Source: an optimization exercise on an open RTL-to-GDS flow (aim: small area). Production flows keep margins and buffers that such runs may drop.
RTL that was checked went through simulation tests only; none was proved equivalent to the original.
Only the layout flow was run in run 1; the RTL was not checked for function there.
In every run shown here, the design's own scripts or RTL, not TritonCTS, make the clock network.
The flow treats the clock pin as an ideal source. Dropping or thinning the clock tree relies on that and would not hold on a real chip.
Power is estimated from default activity; no workload was simulated.

==> flow/design.v <==
module ultrasonic(clk, rst, start, echo, trigger, timeout, led, far);
    input        clk, rst, start, echo;
    output       trigger, timeout;
    output [6:0] led;    
    output       far;    
    function ge9c;
        input [8:0] x;
        input [8:0] k;
        integer i;
        reg r;
        begin
            r = 1'b1;
            for (i = 0; i < 9; i = i + 1)
                r = k[i] ? (x[i] & r) : (x[i] | r);
            ge9c = r;
        end
    endfunction
    reg t, a, b;
    wire idle = ~t & ~a & ~b;
    wire wt   = ~a & b;
    wire meas = a & b;
    wire ok   = a & ~b;
    reg  [12:0] q;
    reg  [8:0]  r;
    wire en    = t | echo;
    wire rwrap = r[8] & r[5] & r[0];                           
    wire cwrap = q[12] & q[11] & q[10] & q[6] & r[7] & r[5];   
    wire clr   = rst | ~en | cwrap;
    reg [8:0]  r_inc;
    reg [12:0] q_inc;
    reg        cy;
    integer    i;
    always @(*) begin
        cy = 1'b1;
        for (i = 0; i < 9; i = i + 1) begin
            r_inc[i] = (r[i] ^ cy) & ~rwrap;
            cy = cy & r[i];
        end
        cy = rwrap;
        for (i = 0; i < 13; i = i + 1) begin
            q_inc[i] = q[i] ^ cy;
            cy = cy & q[i];
        end
    end
    wire       qhi  = |q[12:4];
    wire [3:0] ql   = q[3:0];
    wire       q1   = ~qhi & (ql == 4'd1);
    wire       q10  = ~qhi & (ql == 4'd10);
    wire       q11  = ~qhi & (ql == 4'd11);
    wire       ge12   = qhi | (ql >= 4'd2) | (q1 & ge9c(r, 9'd11));     
    wire       ge3000 = qhi | (ql >= 4'd12) | (q11 & ge9c(r, 9'd99));  
    wire       ge2900 = qhi | (ql >= 4'd11) | (q10 & rwrap);           
    always @(posedge clk) begin
        if (clr) begin
            q <= 13'd0;
            r <= 9'd289;
        end else begin
            q <= q_inc;
            r <= r_inc;
        end
        t <= ~rst & ((idle & start) | (t & ~ge12));
        a <= ~rst & ((wt & echo) | meas);
        b <= ~rst & ((t & ge12) | wt | (meas & echo & ~ge3000));
    end
    assign trigger = t;
    assign timeout = ok & ge3000;
    wire [3:0] dn = ge2900 ? 4'd11 : ql;
    reg  [3:0] d;
    always @(posedge clk)
        if (rst)               d <= 4'd0;
        else if (meas & echo)  d <= dn;
    assign led[6] = d[3] & (d[1] | d[0]);             
    assign led[5] = d[3] | (d[2] & d[1] & d[0]);      
    assign led[4] = d[3] | (d[2] & d[1]);             
    assign led[3] = d[3] | (d[2] & (d[1] | d[0]));    
    assign led[2] = d[3] | d[2];                      
    assign led[1] = d[3] | d[2] | (d[1] & d[0]);      
    assign led[0] = d[3] | d[2] | d[1];               
    assign far    = d[3] & d[1] & d[0];               
endmodule
module vga(
    input clk,
    input reset,
    output video_on,
    output upper,        
    output [2:0] col,    
    output hsync,
    output vsync,
    output p_tick
    );
    function ge10c;
        input [9:0] x;
        input [9:0] k;
        integer i;
        reg r;
        begin
            r = 1'b1;
            for (i = 0; i < 10; i = i + 1)
                r = k[i] ? (x[i] & r) : (x[i] | r);
            ge10c = r;
        end
    endfunction
    reg [2:0] c;
    reg [7:0] o;
    reg [9:0] v;
    reg       hs, vs;
    wire s67 = c[2] & c[1];
    wire cend = s67 ? (o[7] & o[6] & o[5] & o[4] & o[3] & o[2] & o[0])
                    : (o[7] & o[5] & o[4] & o[2] & o[0]);
    wire hend = (c == 3'd7) & cend;
    wire vend = v[9] & v[3] & v[2];    
    reg [7:0] o_inc;
    reg [2:0] c_inc;
    reg [9:0] v_inc;
    reg       cy;
    integer   i;
    always @(*) begin
        cy = 1'b1;
        for (i = 0; i < 8; i = i + 1) begin
            o_inc[i] = o[i] ^ cy;
            cy = cy & o[i];
        end
        cy = cend;
        for (i = 0; i < 3; i = i + 1) begin
            c_inc[i] = c[i] ^ cy;
            cy = cy & c[i];
        end
        cy = hend;
        for (i = 0; i < 10; i = i + 1) begin
            v_inc[i] = v[i] ^ cy;
            cy = cy & v[i];
        end
    end
    wire hsr = (c == 3'd6) ? ge10c({2'b0, o}, 10'd220)
                           : ((c == 3'd7) & ~ge10c({2'b0, o}, 10'd158));
    always @(posedge clk) begin
        if (reset | cend) o <= 8'd0;
        else              o <= o_inc;
        if (reset) c <= 3'd0;
        else       c <= c_inc;
        if (reset | (hend & vend)) v <= 10'd0;
        else                       v <= v_inc;
        hs <= ~reset & ~hsr;
        vs <= ~reset & ~(ge10c(v, 10'd513) & ~ge10c(v, 10'd515));
    end
    assign video_on = (~s67 | (~c[0] & ~ge10c({2'b0, o}, 10'd188))) & ~ge10c(v, 10'd480);
    assign upper = ~ge10c(v, 10'd412);
    assign col = c;
    assign hsync = hs;
    assign vsync = vs;
    assign p_tick = o[0];
endmodule
module pixel_generation(
    input video_on,
    input upper,
    input [2:0] col,
    output [3:0] px
    );
    wire b2 = ~col[0];
    wire b1 = upper ? ~col[2] : (col[2] & ~col[0]);
    wire b0 = upper ? ~col[1] : (col[1] & ~col[0]);
    wire g  = ~upper & (col == 3'd3);
    assign px = video_on ? {b2, b1, b0, g} : 4'd0;
endmodule
module vga_top(
    input clk,
    input rst,
    input off,
    output hsync,
    output vsync,
    output [11:0] rgb
    );
    wire       ptick, video_on, upper;
    wire [2:0] col;
    vga vc(.clk(clk), .reset(rst | off), .video_on(video_on), .upper(upper),
           .col(col), .hsync(hsync), .vsync(vsync), .p_tick(ptick));
    wire [3:0] px;
    pixel_generation pg(.video_on(video_on), .upper(upper), .col(col), .px(px));
    reg [3:0] q;    
    always @(posedge clk)
        if (rst)        q <= 4'd0;
        else if (ptick) q <= px;
    wire a2 = q[3] | q[0], a1 = q[2] | q[0], a0 = q[1] | q[0];
    assign rgb = {a2, q[3], a2, q[3], a1, q[2], a1, q[2], a0, q[1], a0, q[1]};
endmodule
module top(CLOCK_50, rst, rgb, vsync, hsync, TRIG, ECHO, LED);
    input         CLOCK_50;
    input         rst;       
    output [11:0] rgb;
    output        hsync, vsync;
    output        TRIG;
    input         ECHO;
    output [7:0]  LED;
    localparam [15:0] PING_END = 16'hb4d2;
    reg  [15:0] ping;
    wire        start = (ping == PING_END);
    wire        ping_clr = rst | start;
    always @(posedge CLOCK_50) begin
        ping[0]    <= ~(ping_clr | (ping[15] ^ ping[13] ^ ping[12] ^ ping[10]));
        ping[15:1] <= ~({15{ping_clr}} | ping[14:0]);
    end
    wire far;
    ultrasonic U1(.clk(CLOCK_50), .rst(rst), .start(start), .echo(ECHO),
                  .trigger(TRIG), .timeout(LED[7]), .led(LED[6:0]), .far(far));
    localparam [19:0] TIMER_HIT = 20'hfa6b3;
    reg  [19:0] timer;
    reg         off;
    wire        timer_clr = rst | far;
    always @(posedge CLOCK_50) begin
        timer[0]    <= ~(timer_clr | ~(timer[19] ^ timer[16]));
        timer[19:1] <= ~({19{timer_clr}} | timer[18:0]);
        off         <= ~timer_clr & (off | (timer == TIMER_HIT));
    end
    vga_top vgau(.clk(CLOCK_50), .rst(rst), .off(off),
                 .hsync(hsync), .vsync(vsync), .rgb(rgb));
endmodule
==> flow/flow/run.sh <==
#!/bin/bash
# Layout flow: the standard ORFS flow (standard.sh) with these changes
#  - synthesis maps the logic with an area-oriented ABC script
#    (flow/abc_area.script, used in place of ORFS's abc_speed.script in a
#    copy of ORFS's scripts folder) and without ORFS's half/full-adder
#    extraction; everything else in synthesis is the standard script,
#  - port buffers use the smallest buffer (buf_1) instead of clkdlybuf4s50_1,
#  - the clock tree is one level of four buffers, one per cluster of
#    registers (flow/cts_manual.tcl, in place of TritonCTS's H-tree).
# Each make run writes its whole output to its own log in the work folder.
set -euo pipefail
W=$(pwd)
rm -rf "$W/scripts_area"
cp -r "$FLOW_HOME/scripts" "$W/scripts_area"
cp "$W/flow/abc_area.script" "$W/scripts_area/abc_speed.script"
bash standard.sh "SCRIPTS_DIR=$W/scripts_area" "ADDER_MAP_FILE=" synth > synth_make.log 2>&1
bash standard.sh \
  "BUFFER_PORTS_ARGS=-buffer_cell sky130_fd_sc_hd__buf_1" \
  "PRE_CTS_TCL=$W/flow/cts_manual.tcl" \
  finish > layout_make.log 2>&1
==> flow/flow/abc_area.script <==
&get -n
&st
&deepsyn -I 1 -J 200
&st
&dch -f
&nf -R 1000 -p -a -F 10 -A 10
&put
topo
stime -c
==> flow/flow/cts_manual.tcl <==
# Sourced by ORFS's cts.tcl (PRE_CTS_TCL) just before it calls
# clock_tree_synthesis. Replaces that command for this small design: the
# clock sinks are split into four clusters (k-means on their placed
# positions) and each cluster gets one buffer at its centre, driven by the
# clock port. One buffer level for every register, so the clock arrives at
# all registers through the same kind of path.
proc clock_tree_synthesis { args } {
  set K 4
  set bufcell sky130_fd_sc_hd__buf_12
  set block [ord::get_db_block]
  set clknet [$block findNet CLOCK_50]
  set pins {}
  set xs {}
  set ys {}
  foreach it [$clknet getITerms] {
    set inst [$it getInst]
    set bb [$inst getBBox]
    lappend pins [get_pins "[$inst getName]/[[$it getMTerm] getName]"]
    lappend xs [expr {([$bb xMin] + [$bb xMax]) / 2000.0}]
    lappend ys [expr {([$bb yMin] + [$bb yMax]) / 2000.0}]
  }
  set n [llength $pins]
  set cx 0.0
  set cy 0.0
  foreach x $xs y $ys {
    set cx [expr {$cx + $x}]
    set cy [expr {$cy + $y}]
  }
  set cx [expr {$cx / $n}]
  set cy [expr {$cy / $n}]
  set mx {}
  set my {}
  for {set k 0} {$k < $K} {incr k} {
    set a [expr {2 * 3.14159265 * ($k + 0.5) / $K}]
    lappend mx [expr {$cx + 20 * cos($a)}]
    lappend my [expr {$cy + 20 * sin($a)}]
  }
  for {set it 0} {$it < 50} {incr it} {
    set asg {}
    foreach x $xs y $ys {
      set best 0
      set bd 1e18
      for {set k 0} {$k < $K} {incr k} {
        set d [expr {abs($x - [lindex $mx $k]) + abs($y - [lindex $my $k])}]
        if {$d < $bd} {
          set bd $d
          set best $k
        }
      }
      lappend asg $best
    }
    set nmx {}
    set nmy {}
    for {set k 0} {$k < $K} {incr k} {
      set sx 0.0
      set sy 0.0
      set c 0
      foreach x $xs y $ys a $asg {
        if {$a == $k} {
          set sx [expr {$sx + $x}]
          set sy [expr {$sy + $y}]
          incr c
        }
      }
      if {$c > 0} {
        lappend nmx [expr {$sx / $c}]
        lappend nmy [expr {$sy / $c}]
      } else {
        lappend nmx [lindex $mx $k]
        lappend nmy [lindex $my $k]
      }
    }
    set mx $nmx
    set my $nmy
  }
  for {set k 0} {$k < $K} {incr k} {
    set lp {}
    foreach p $pins a $asg {
      if {$a == $k} { lappend lp $p }
    }
    if {[llength $lp] == 0} { continue }
    puts "clock cluster $k: [llength $lp] sinks, buffer at [lindex $mx $k] [lindex $my $k]"
    insert_buffer -buffer_cell $bufcell -net CLOCK_50 -load_pins $lp \
      -location [list [lindex $mx $k] [lindex $my $k]] \
      -buffer_name clkbuf_leaf_$k -net_name clk_leaf_$k
    set nt [$block findNet clk_leaf_$k]
    if {$nt ne "NULL"} { $nt setSigType CLOCK }
  }
  set_propagated_clock [all_clocks]
}
==> flow/standard.sh <==
#!/bin/bash
# synth_recipe.tcl (not shown) runs the flow's synth.tcl, then flattens the netlist and writes it again
# the make line also repeats each setting of config.mk as NAME=value (left out here)
make -C /OpenROAD-flow-scripts/flow DESIGN_CONFIG=/design/flow/config.mk WORK_HOME=/design/flow/orfs CLKGATE_MAP_FILE= SYNTH_SCRIPT=/design/flow/synth_recipe.tcl "${@:-finish}"
==> flow/config.mk <==
export PLATFORM = sky130hd
export DESIGN_NAME = top
export DESIGN_NICKNAME = top
export VERILOG_FILES = /design/flow/design.v
export SDC_FILE = /design/flow/constraint.sdc
export NUM_CORES = 4
export LEC_CHECK = 0
export CAP_MARGIN = 20
export CORE_MARGIN = 2
export CORE_UTILIZATION = 40
export SLEW_MARGIN = 20
==> flow/constraint.sdc <==
create_clock -name core_clock -period 20.0 [get_ports {CLOCK_50}]
set_input_delay 4.0000 -clock core_clock [delete_from_list [all_inputs] [get_ports {CLOCK_50}]]
set_output_delay 4.0000 -clock core_clock [all_outputs]
set_load 0.01 [all_outputs]
==> flow_summary.yaml, run 1 <==
clock_network:
  postCtsSetupBuffers: 0
  cts.reportedPaths.clkPinSlew_ns: 0.09
  clk_latency_ns: 0.14
  post_cts_resized: 0
  cts_hold_buffers: 0
route:
  wl_microns: 5840
  final_antenna_net_count: 0
  first_pass_iters: 5
  viasPerCell: 5.18
  wl_per_cell_microns: 11.9
  dr_total_vias: 2540
  drt-initial-drc-count: 49
  drcViolationCount: 0
setup_path:
  rr_worst_depth: 10
  critical_path.reg2reg.endpoint: "vgau.vc.v[8]"
  r2r_start: "vgau.vc.c[1]"
  critical_path_peak_fanout: 3
  critPathCapture: "LED[7]"
  r2r_setup_slack_ns: 17.32
  start_kind: "flip-flop"
  critPathRequiredTime_ns: 16.00
  critPathKind: "flip-flop to primary output"
  end_kind: "primary output"
  crit_arrival_ns: 1.51
  crit_path_start: "U1.r[1]"
placement:
  dp_hpwl_microns: 4240
  numPortBuffers: 25
  place.gp.congestion: 0.802
cells_and_area:
  final_cell_mix: "dfxtp_1, nor2_1, nor3_1, a21oi_1, buf_1"
  mostFrequentLayoutCell: "dfxtp_1"
  areaGrowthSynthToFinish_pct: 6.38
  nNetsFinal: 390
  fillCellCount: 809
  final_core_util_pct: 43.7
  diodes: 0
  drive_above_1_share_pct: 1.30
  multi_input_area_sq_um: 1400
  area.sequential_sq_um: 1860
yosys:
  synth_cells: 368
  ys_types: 42
  netlist_area_sq_um: 3370
  async_flop_share_pct: 0
  yosysWarnings: 4
  synth-edff-count: 0
  ys_seq_area_share_pct: 55.2
  yosysTopAreaCellShare_pct: 55.2
  ys_seq_elements: 93
  synth_flop_cell: "dfxtp_1"
  netlist_top_cells_area: "dfxtp_1, nor2_1, nor3_1"
  synth_top_area_cell: "dfxtp_1"
  syn_nets: 371
  avgSynthCellArea_sq_um: 9.17
pwr:
  power_mw: 0.288
  leakage_nw: 1.36
  peakVddDrop_mv: 0.0410
  power.density_nw_per_um2: 80.3
sta:
  report.final.slew_viol_count: 0
  fin_skew_ns: 0.0301
  finalSetupViolations: 0
  post-route-period-util_pct: 27.6
  rsz0062_at_grt: "no"
  fin_crit_ns: 5.51
  finalHoldViolations: 0
  slew_headroom_pct: 54.7
  fmax_ghz: 0.181
  fin_setup_tns_ns: 0
  worstMarginPinSlew_ns: 0.679
worst_hold_path:
  min_path_cells: 1
  hold_class: "flip-flop to flip-flop"
floorplanning:
  core_sq_um: 8220
  die_area_sq_um: 9190
  initial_core_util_pct: 41.1
  die_w_microns: 95.9
  die_h_microns: 95.9
  io_pins: 26
  rows: 33
grt:
  grt_pass1_wl_microns: 10200
  grt_pass1_vias: 2344
  antenna_found_initial: 0
  grt_overflow: 0
  gr-usage-all-layers_pct: 12.9
  grt_max_degree: 32
status:
  status: "no timing/DRC/antenna violations"
job:
  cap_viol_max_count: 0
## worst min path at each step
stage,start,end
2_1_floorplan,timer[14],timer[15]
3_3_place_gp,ping[6],ping[7]
3_5_place_dp,timer[14],timer[15]
4_1_cts,ping[1],ping[2]
5_1_grt,ping[8],ping[9]
6_report,ping[14],ping[15]
## flip-flops by register name, summed over array words and instances, names as in the netlist
| signal | cells |
|---|---|
| U1.t | 1 |
| vgau.vc.o | 8 |
| ping | 16 |
| U1.q | 13 |
| off | 1 |
| vgau.vc.hs | 1 |
| U1.b | 1 |
| U1.r | 9 |
| vgau.q | 4 |
| vgau.vc.c | 3 |
| U1.a | 1 |
| U1.d | 4 |
| vgau.vc.v | 10 |
| timer | 20 |
| vgau.vc.vs | 1 |
## synth_stat cells, types with 2 or more instances
library cell  number
a31oi_1            4
xor2_1             2
nand4_1            4
o21a_1             3
a21o_1             3
o31ai_1            2
nor3_1            28
buf_4             13
o21ai_0           12
nor4_1             3
nand2_1           15
nor2_1            76
and2_0             4
clkinv_1           3
a311oi_1           6
xnor2_1            7
nor3b_1            4
and4_1             4
nor2b_1            2
nand3_1            9
or2_0              8
nand2b_1           2
and3_1            15
a211oi_1           4
dfxtp_1           93
a21oi_1           26
## metrics by stage
stage | instance area [sq um] | std cells | hold slack [ns] | setup slack [ns]
2_1_floorplan | 3370 | 368 | 0.380 | 14.71
5_1_grt | 3590 | 490 | 0.432 | 14.35
3_3_place_gp | 3510 | 486 | 0.394 | 14.44
4_1_cts | 3590 | 490 | 0.412 | 14.48
3_5_place_dp | 3510 | 486 | 0.391 | 14.35
6_report | 3590 | 490 | 0.410 | 14.49
## kinds of logic after synthesis
group	Yosys count	synth area share (%)
flops	93	55.2
buf+inv	16	3.23
compound gates	72	13.7
simple gates	178	25.5
xor+xnor	9	2.34
## critical path: stages, from the launching register on
cell and delay [ns]:
dfxtp_1 0.34, a21o_1 0.21, o311a_1 0.29, nor3_1 0.15, o21ai_0 0.11, nand2_1 0.09
nor2_1 0.07, buf_1 0.14
## power by group
group	switching (mW)	internal, mW	leakage (nW)
Clock	0.0427	0.0325	0.0376
Sequential	0.00512	0.193	0.764
Combinational	0.00900	0.00603	0.556
Total	0.0569	0.231	1.36
## metal layers
| metal | global-route usage, % | part of all wire (%) | vias to the layer above |
|---|---|---|---|
| met5 | 0 | 0 | - |
| met4 | 1.43 | 1.1 | 0 |
| met3 | 1.72 | 3.9 | 6 |
| met2 | 22.3 | 44 | 30 |
| met1 | 17.7 | 51 | 1163 |
| li1 | - | - | 1341 |
## layout make-up, clock buffers not listed
| type | count | share of cell area, % |
|---|---|---|
| timing repair buffer | 26 | 2.82 |
| inverter | 3 | 0.314 |
| sequential | 93 | 51.9 |
| multi-input combinational | 259 | 39.1 |
| tap | 105 | 3.66 |
==> run 2: changes to the inputs <==
--- a/flow/design.v
+++ b/flow/design.v
@@ -102,16 +102,14 @@
     endfunction
     reg [2:0] c;
     reg [7:0] o;
-    reg [9:0] v;
+    reg [9:0] w;       
     reg       hs, vs;
-    wire s67 = c[2] & c[1];
-    wire cend = s67 ? (o[7] & o[6] & o[5] & o[4] & o[3] & o[2] & o[0])
-                    : (o[7] & o[5] & o[4] & o[2] & o[0]);
+    wire cend = &o;                          
     wire hend = (c == 3'd7) & cend;
-    wire vend = v[9] & v[3] & v[2];    
+    wire wend = ~w[9] & w[5] & w[3] & w[2];  
     reg [7:0] o_inc;
     reg [2:0] c_inc;
-    reg [9:0] v_inc;
+    reg [9:0] w_inc;
     reg       cy;
     integer   i;
     always @(*) begin
@@ -127,24 +125,26 @@
         end
         cy = hend;
         for (i = 0; i < 10; i = i + 1) begin
-            v_inc[i] = v[i] ^ cy;
-            cy = cy & v[i];
-        end
-    end
-    wire hsr = (c == 3'd6) ? ge10c({2'b0, o}, 10'd220)
-                           : ((c == 3'd7) & ~ge10c({2'b0, o}, 10'd158));
+            w_inc[i] = w[i] ^ cy;
+            cy = cy & w[i];
+        end
+    end
+    wire nshort = ~(c[2] & (c[1] ^ c[0]));        
+    wire hsr = (c == 3'd6) ? ge10c({2'b0, o}, 10'd222)
+                           : ((c == 3'd7) & ~ge10c({2'b0, o}, 10'd160));
     always @(posedge clk) begin
-        if (reset | cend) o <= 8'd0;
-        else              o <= o_inc;
+        if (reset)     o <= 8'd74;
+        else if (cend) o <= nshort ? 8'd74 : 8'd2;
+        else           o <= o_inc;
         if (reset) c <= 3'd0;
         else       c <= c_inc;
-        if (reset | (hend & vend)) v <= 10'd0;
-        else                       v <= v_inc;
+        if (reset | (hend & wend)) w <= 10'd544;
+        else                       w <= w_inc;
         hs <= ~reset & ~hsr;
-        vs <= ~reset & ~(ge10c(v, 10'd513) & ~ge10c(v, 10'd515));
-    end
-    assign video_on = (~s67 | (~c[0] & ~ge10c({2'b0, o}, 10'd188))) & ~ge10c(v, 10'd480);
-    assign upper = ~ge10c(v, 10'd412);
+        vs <= ~reset & ~(~w[9] & w[5] & ~w[3] & ~w[2] & (w[1] ^ w[0]));
+    end
+    assign video_on = (~(c[2] & c[1]) | (~c[0] & ~ge10c({2'b0, o}, 10'd190))) & w[9];
+    assign upper = w[9] & ~ge10c(w, 10'd956);
     assign col = c;
     assign hsync = hs;
     assign vsync = vs;
==> flow_summary.yaml, run 2 <==
yosys:
  synth_top_area_cell: "dfxtp_1"
  ys_seq_area_share_pct: 55.5
  synthMuxAreaShare_pct: 0
  avgSynthCellArea_sq_um: 9.08
  synthSimpleGateAreaFrac_pct: 27.2
  ys_seq_elements: 93
  synthTopCellsByCount: "dfxtp_1, nor2_1, nor3_1"
  netlist_top_cells_area: "dfxtp_1, nor2_1, nor3_1"
  synth_flop_cell: "dfxtp_1"
  synth_cells: 369
  syn_nets: 372
  synth-edff-count: 0
  synth_xor_area_share_pct: 2.61
  yosysWarnings: 4
  yosys.area_share.adder_pct: 0
  yosysTopAreaCellShare_pct: 55.5
  netlist_area_sq_um: 3350
  synth.most_common_cell: "dfxtp_1"
  async_flop_share_pct: 0
  synth_compound_area_share_pct: 11.4
  synth_top_family_by_area: "simple AND/OR/NAND/NOR gates"
  ys_types: 37
setup_path:
  crit_arrival_ns: 5.74
  cp_top_family: "simple AND/OR/NAND/NOR gates"
  slowest_stage: "nor3_1"
  start_kind: "input pin"
  critical_path_peak_fanout: 16
  critPathRequiredTime_ns: 20.06
  max_stage_delay_ns: 0.81
  end_kind: "flip-flop"
  critPathKind: "input pin to flip-flop"
  crit_chain: "buf_1 > nor3_1 > nand2b_1 > o21bai_1 > a21oi_1"
  crit_buf_inv: 1
sta:
  fin_crit_ns: 5.69
  fin_ws_ns: 14.32
  hold_ws_ns: 0.408
  post-route-period-util_pct: 28.4
  worstMarginPinSlew_ns: 0.873
  fin_setup_tns_ns: 0
  slew_headroom_pct: 41.4
  rsz0062_at_grt: "no"
  finalSetupViolations: 0
  report.final.slew_viol_count: 0
  finalHoldViolations: 0
  fin_skew_ns: 0.0207
  fmax_ghz: 0.176
grt:
  grt_pass1_wl_microns: 9750
  gr-usage-all-layers_pct: 12.5
  grt_max_degree: 29
  antenna_found_initial: 0
  grt_overflow: 0
  grt_pass1_vias: 2242
job:
  cap_viol_max_count: 0
floorplanning:
  io_pins: 26
  die_h_microns: 95.5
  core_sq_um: 8180
  rows: 33
  die_w_microns: 95.5
  initial_core_util_pct: 41.0
  die_area_sq_um: 9130
clock_network:
  postCtsSetupBuffers: 0
  cts.reportedPaths.clkPinSlew_ns: 0.10
  post_cts_resized: 0
  cts_hold_buffers: 0
  clk_latency_ns: 0.13
route:
  wl_per_cell_microns: 11.4
  viasPerCell: 5.09
  wl_microns: 5600
  drcViolationCount: 0
  first_pass_iters: 4
  drt-initial-drc-count: 61
  dr_total_vias: 2493
  final_antenna_net_count: 0
cells_and_area:
  diodes: 0
  areaGrowthSynthToFinish_pct: 6.20
  nNetsFinal: 390
  mostFrequentLayoutCell: "dfxtp_1"
  finalNonFillerCells: 490
  reg_top3: "timer (20), ping (16), U1.q (13)"
  largest_reg_flops: 20
  regMostFlops: "timer"
  drive_above_1_share_pct: 1.04
  final_cell_mix: "dfxtp_1, nor2_1, nor3_1, a21oi_1, buf_1"
pwr:
  peakVddDrop_mv: 0.0623
  p_sw_mw: 0.0585
  power.density_nw_per_um2: 81.7
  pwr-share-clk_pct: 26.4
  p_int_mw: 0.232
  p_comb_share_pct: 5.3
  p_seq_share_pct: 68.3
  swShare_pct: 20.1
  leakage_nw: 1.37
placement:
  dp.cells: 486
  post-place-ws_ns: 14.16
  place.gp.congestion: 0.749
  dp_hpwl_microns: 4140
  numPortBuffers: 25
status:
  status: "no timing/DRC/antenna violations"
worst_hold_path:
  hold_class: "flip-flop to flip-flop"
==> run 2: power groups by stage <==
| stage | Combinational [mW] | Clock, mW | Sequential (mW) |
|---|---|---|---|
| after floorplan | 0.0143 | 0 | 0.202 |
| after global placement | 0.0155 | 0 | 0.203 |
| after detailed placement | 0.0157 | 0 | 0.203 |
| after CTS | 0.0157 | 0.0803 | 0.199 |
| after global routing | 0.0179 | 0.0856 | 0.200 |
| final | 0.0154 | 0.0768 | 0.199 |
==> run 2: path summary, 6_finish.rpt <==
check / cells past startpoint / start / end / slack [ns]
max reg2reg: 10 / vgau.vc.o[1] / vgau.vc.w[9] / 17.20
min: 1 / ping[1] / ping[2] / 0.41
max: 5 / rst / U1.r[7] / 14.32
min reg2reg: 1 / ping[1] / ping[2] / 0.41
==> run 2: kinds of logic (layout without fill, tap and decap cells) <==
logic type             Yosys count  count (layout)
XOR/XNOR                        10              10
buffers and inverters           16              32
AO/OA/AOI/OAI                   62              62
flip-flops                      93              93
AND/OR/NAND/NOR                188             188
==> run 2: per-stage QoR <==
step | utilization (%) | area (sq um) | total power, mW
CTS | 43.5 | 3560 | 0.295
global route | 43.5 | 3560 | 0.303
floorplan | - | 3350 | 0.216
global placement | 42.6 | 3480 | 0.218
detailed placement | 42.6 | 3480 | 0.219
finish | 43.5 | 3560 | 0.291
==> run 2: layout make-up, clock buffers not listed <==
class / instances / area [sq um]
fill: 816 / 4620
inverter: 3 / 11.3
timing repair buffer: 25 / 93.8
tap: 105 / 131
sequential: 93 / 1860
multi-input combinational: 260 / 1380
==> run 2: per-layer routing <==
layer  up-vias  GRT usage, %  routed length [microns]
met5         -             0                        0
met3         3          1.26                      179
li1       1314             -                        -
met2        25          23.4                     2690
met4         0          1.07                       55
met1      1151          16.1                     2680

afterwards: timing with drivers on the ports:
Ports are ideal in the flow. The routed layouts listed here were re-timed in OpenROAD.
Step 1 sets driving cells, clkbuf_16 on the clock port and buf_2 on the other inputs (assumed; they add their load-dependent delay and slew).
Step 2 also shifts input and output timing later by t, the mid clock arrival at the registers, as if the neighbouring blocks saw the same clock.
Three values: no drivers, after step 1, after step 2; two values: the first two.
run	shift t [ns]	slack for setup (ns)	worst setup path at the end	latest minus earliest clock arrival (ns)	slew at the worst register clock pin (ns)
run 1	0.208	14.486 / 14.404 / 14.376	input to register	0.030 / 0.030	0.11 / 0.11
run 2	0.208	14.315 / 14.377 / 14.170	input to register	0.021 / 0.021	0.10 / 0.10
After both steps every run listed still meets setup and hold. For run 2, which loses most, drivers alone change the setup slack by +0.062 ns; drivers and shift together by -0.145 ns.
